This is an optimization exercise on Yosys and OpenROAD, whose aim is small area, a short achievable clock period and few clock cycles, not a production implementation.
The RTL was checked by simulation tests, not by an equivalence proof against the original design.
Power and IR drop assume default switching activity.

Design cpu_top, start of the top module:
module cpu_top (
    input               clk,
    input               rst_n,
    output      [31:0]  ext_pc,
    input       [31:0]  imem_rdata,
    output      [8:0]   dmem_addr,
    output              dmem_en,
    output      [3:0]   dmem_we,
    output      [31:0]  dmem_wdata,
    input       [31:0]  dmem_rdata
);
==> flow/config.mk <==
export PLATFORM = sky130hd
export DESIGN_NAME = cpu_top
export DESIGN_NICKNAME = cpu_top
export VERILOG_FILES = /design/flow/design.v
export SDC_FILE = /design/flow/constraint.sdc
export NUM_CORES = 4
export LEC_CHECK = 0
export CAP_MARGIN = 20
export CORE_MARGIN = 2
export CORE_UTILIZATION = 30
export CTS_CLUSTER_DIAMETER = 60
export CTS_CLUSTER_SIZE = 30
export PLACE_DENSITY = 0.45
export SLEW_MARGIN = 20
export SYNTH_HIERARCHICAL = 1
==> flow/constraint.sdc <==
create_clock -name core_clock -period 10.0 [get_ports {clk}]
set_input_delay 2.0000 -clock core_clock [delete_from_list [all_inputs] [get_ports {clk}]]
set_output_delay 2.0000 -clock core_clock [all_outputs]
set_load 0.01 [all_outputs]
standard.sh (not shown) runs the stock make flow with config.mk's settings and CLKGATE_MAP_FILE= SYNTH_SCRIPT=/design/flow/synth_recipe.tcl, a recipe that flattens the netlist after the stock synthesis.
==> flow/flow/run.sh <==
#!/bin/bash
set -euo pipefail
MARGIN=$(cat flow/margin.txt)
bash standard.sh finish SETUP_SLACK_MARGIN=$MARGIN \
    "BUFFER_PORTS_ARGS=-buffer_cell sky130_fd_sc_hd__buf_2" > flow_make.log 2>&1
==> flow/flow/margin.txt <==
6.0
Testbench counts at the start, summed over its fixed seeds: cycles 75,094.
Rerun with:
--- a/flow/design.v
+++ b/flow/design.v
@@ -4,20 +4,12 @@
     input  [31:0] b,
     input  [31:0] c,
     output [31:0] yn
 );
 assign yn = ~(({32{s[0]}} & a) | ({32{s[1]}} & b) | ({32{s[2]}} & c));
 endmodule
-module rf_ao22 (
-    input  [1:0]  s,
-    input  [31:0] a,
-    input  [31:0] b,
-    output [31:0] yn
-);
-assign yn = ~(({32{s[0]}} & a) | ({32{s[1]}} & b));
-endmodule
 `timescale 1ns / 1ps
 module cpu_top (
     input               clk,
     input               rst_n,
     output      [31:0]  ext_pc,
     input       [31:0]  imem_rdata,
@@ -28,13 +20,13 @@
     input       [31:0]  dmem_rdata
 );
 reg  [31:0] pc_f;
 reg         d_valid;
 reg  [31:0] d_ins;
 reg  [31:0] d_pc;
-reg  [32:1] d_s1, d_s2;
+reg  [33:1] d_s1, d_s2;
 reg         e_wen, e_ld, e_mem, e_jalr;
 reg         e_beq, e_bne, e_blt, e_bge, e_bltu, e_bgeu;
 reg  [3:0]  e_we;
 reg  [4:0]  e_rd;
 reg  [31:0] e_a, e_b;
 reg  [31:0] e_sd;            
@@ -48,12 +40,15 @@
 reg  [2:0]  e_f3;
 reg         m_wen, m_ld;
 reg  [4:0]  m_rd;
 reg  [31:0] m_res;
 reg  [1:0]  m_off;
 reg  [2:0]  m_f3;
+reg         w_wen;
+reg  [4:0]  w_rd;
+reg  [31:0] w_res;
 reg  [31:0] rf [1:31];
 wire [31:0] alu_sum;
 wire        e_jr;
 reg  [31:0] ldata;
 wire [6:0] opc = d_ins[6:0];
 wire [2:0] f3  = d_ins[14:12];
@@ -89,14 +84,14 @@
         rf_ao222 u_r1 (.s(d_s1[3*gi+3:3*gi+1]), .a(rf[3*gi+1]), .b(rf[3*gi+2]),
                        .c(rf[3*gi+3]), .yn(yn1[gi]));
         rf_ao222 u_r2 (.s(d_s2[3*gi+3:3*gi+1]), .a(rf[3*gi+1]), .b(rf[3*gi+2]),
                        .c(rf[3*gi+3]), .yn(yn2[gi]));
     end
 endgenerate
-rf_ao22 u_r1x (.s(d_s1[32:31]), .a(rf[31]), .b(m_res), .yn(yn1[10]));
-rf_ao22 u_r2x (.s(d_s2[32:31]), .a(rf[31]), .b(m_res), .yn(yn2[10]));
+rf_ao222 u_r1x (.s(d_s1[33:31]), .a(rf[31]), .b(m_res), .c(w_res), .yn(yn1[10]));
+rf_ao222 u_r2x (.s(d_s2[33:31]), .a(rf[31]), .b(m_res), .c(w_res), .yn(yn2[10]));
 assign v1 = ~(yn1[0] & yn1[1] & yn1[2] & yn1[3] & yn1[4] & yn1[5] & yn1[6] &
               yn1[7] & yn1[8] & yn1[9] & yn1[10]);
 assign v2 = ~(yn2[0] & yn2[1] & yn2[2] & yn2[3] & yn2[4] & yn2[5] & yn2[6] &
               yn2[7] & yn2[8] & yn2[9] & yn2[10]);
 wire e1  = e_wen && (e_rd == rs1);
 wire e2  = e_wen && (e_rd == rs2);
@@ -148,21 +143,25 @@
     end
 end
 wire [4:0] n_rs1 = hold ? rs1 : imem_rdata[19:15];
 wire [4:0] n_rs2 = hold ? rs2 : imem_rdata[24:20];
 wire       n_e1  = e_wen && (e_rd == n_rs1);
 wire       n_e2  = e_wen && (e_rd == n_rs2);
-reg  [32:1] n_s1, n_s2;
+wire       n_m1  = m_wen && (m_rd == n_rs1);
+wire       n_m2  = m_wen && (m_rd == n_rs2);
+reg  [33:1] n_s1, n_s2;
 integer q;
 always @(*) begin
     for (q = 1; q < 32; q = q + 1) begin
-        n_s1[q] = !n_e1 && (n_rs1 == q);
-        n_s2[q] = !n_e2 && (n_rs2 == q);
+        n_s1[q] = !n_e1 && !n_m1 && (n_rs1 == q);
+        n_s2[q] = !n_e2 && !n_m2 && (n_rs2 == q);
     end
     n_s1[32] = n_e1 && !e_ld;
     n_s2[32] = n_e2 && !e_ld;
+    n_s1[33] = !n_e1 && n_m1;
+    n_s2[33] = !n_e2 && n_m2;
 end
 always @(posedge clk) begin
     if (!hold) begin
         d_ins <= imem_rdata;
         d_pc  <= pc_f;
     end
@@ -314,10 +313,18 @@
                 2'b10: ldata = {{24{dmem_rdata[23] & ~m_f3[2]}}, dmem_rdata[23:16]};
                 2'b11: ldata = {{24{dmem_rdata[31] & ~m_f3[2]}}, dmem_rdata[31:24]};
             endcase
         end
     endcase
 end
+always @(posedge clk or negedge rst_n) begin
+    if (!rst_n) w_wen <= 1'b0;
+    else        w_wen <= m_wen;
+end
+always @(posedge clk) begin
+    w_rd  <= m_rd;
+    w_res <= m_ld ? ldata : m_res;
+end
 always @(posedge clk) begin
-    if (m_wen) rf[m_rd] <= m_ld ? ldata : m_res;
+    if (w_wen) rf[w_rd] <= w_res;
 end
 endmodule
Effect: Area after synthesis went up by 2.2%. Setup slack stays flat. Combinational power went down by about 2%. Total power went up by 1.7%. Clock skew went down by 0.052 ns. Hold slack is worse by 0.0039 ns.
Testbench counts after the change, summed over its fixed seeds: cycles 75,094.

[afterwards: timing with drivers on the ports]
How much do the figures lean on ideal ports? The routed layouts below were timed once more, with nothing changed but the port constraints.
Step 1 (the two cells are an assumption about what drives the block):
set clk [get_ports {clk}]
set_driving_cell -lib_cell sky130_fd_sc_hd__clkbuf_16 $clk
set_driving_cell -lib_cell sky130_fd_sc_hd__buf_2 [delete_from_list [all_inputs] $clk]
Step 2 also shifts input and output timing later by t, the mid clock arrival at the registers, as if the neighbouring blocks saw the same clock.
Three values: ideal, step 1, step 2; two values: the first two.
| run | shift t [ns] | setup WS [ns] | worst hold slack (ns) | worst slew at a driven data input, ns |
|---|---|---|---|---|
| the first run | 0.852 | 5.864 / 5.864 / 5.172 | 0.335 / 0.335 / 0.335 | 0.13 |
| the second run | 0.887 | 5.865 / 5.865 / 5.144 | 0.331 / 0.331 / 0.331 | 0.07 |
After both steps every run listed still meets setup and hold. For the second run, which loses most, drivers alone change the setup slack by 0.000 ns; drivers and shift together by -0.721 ns.
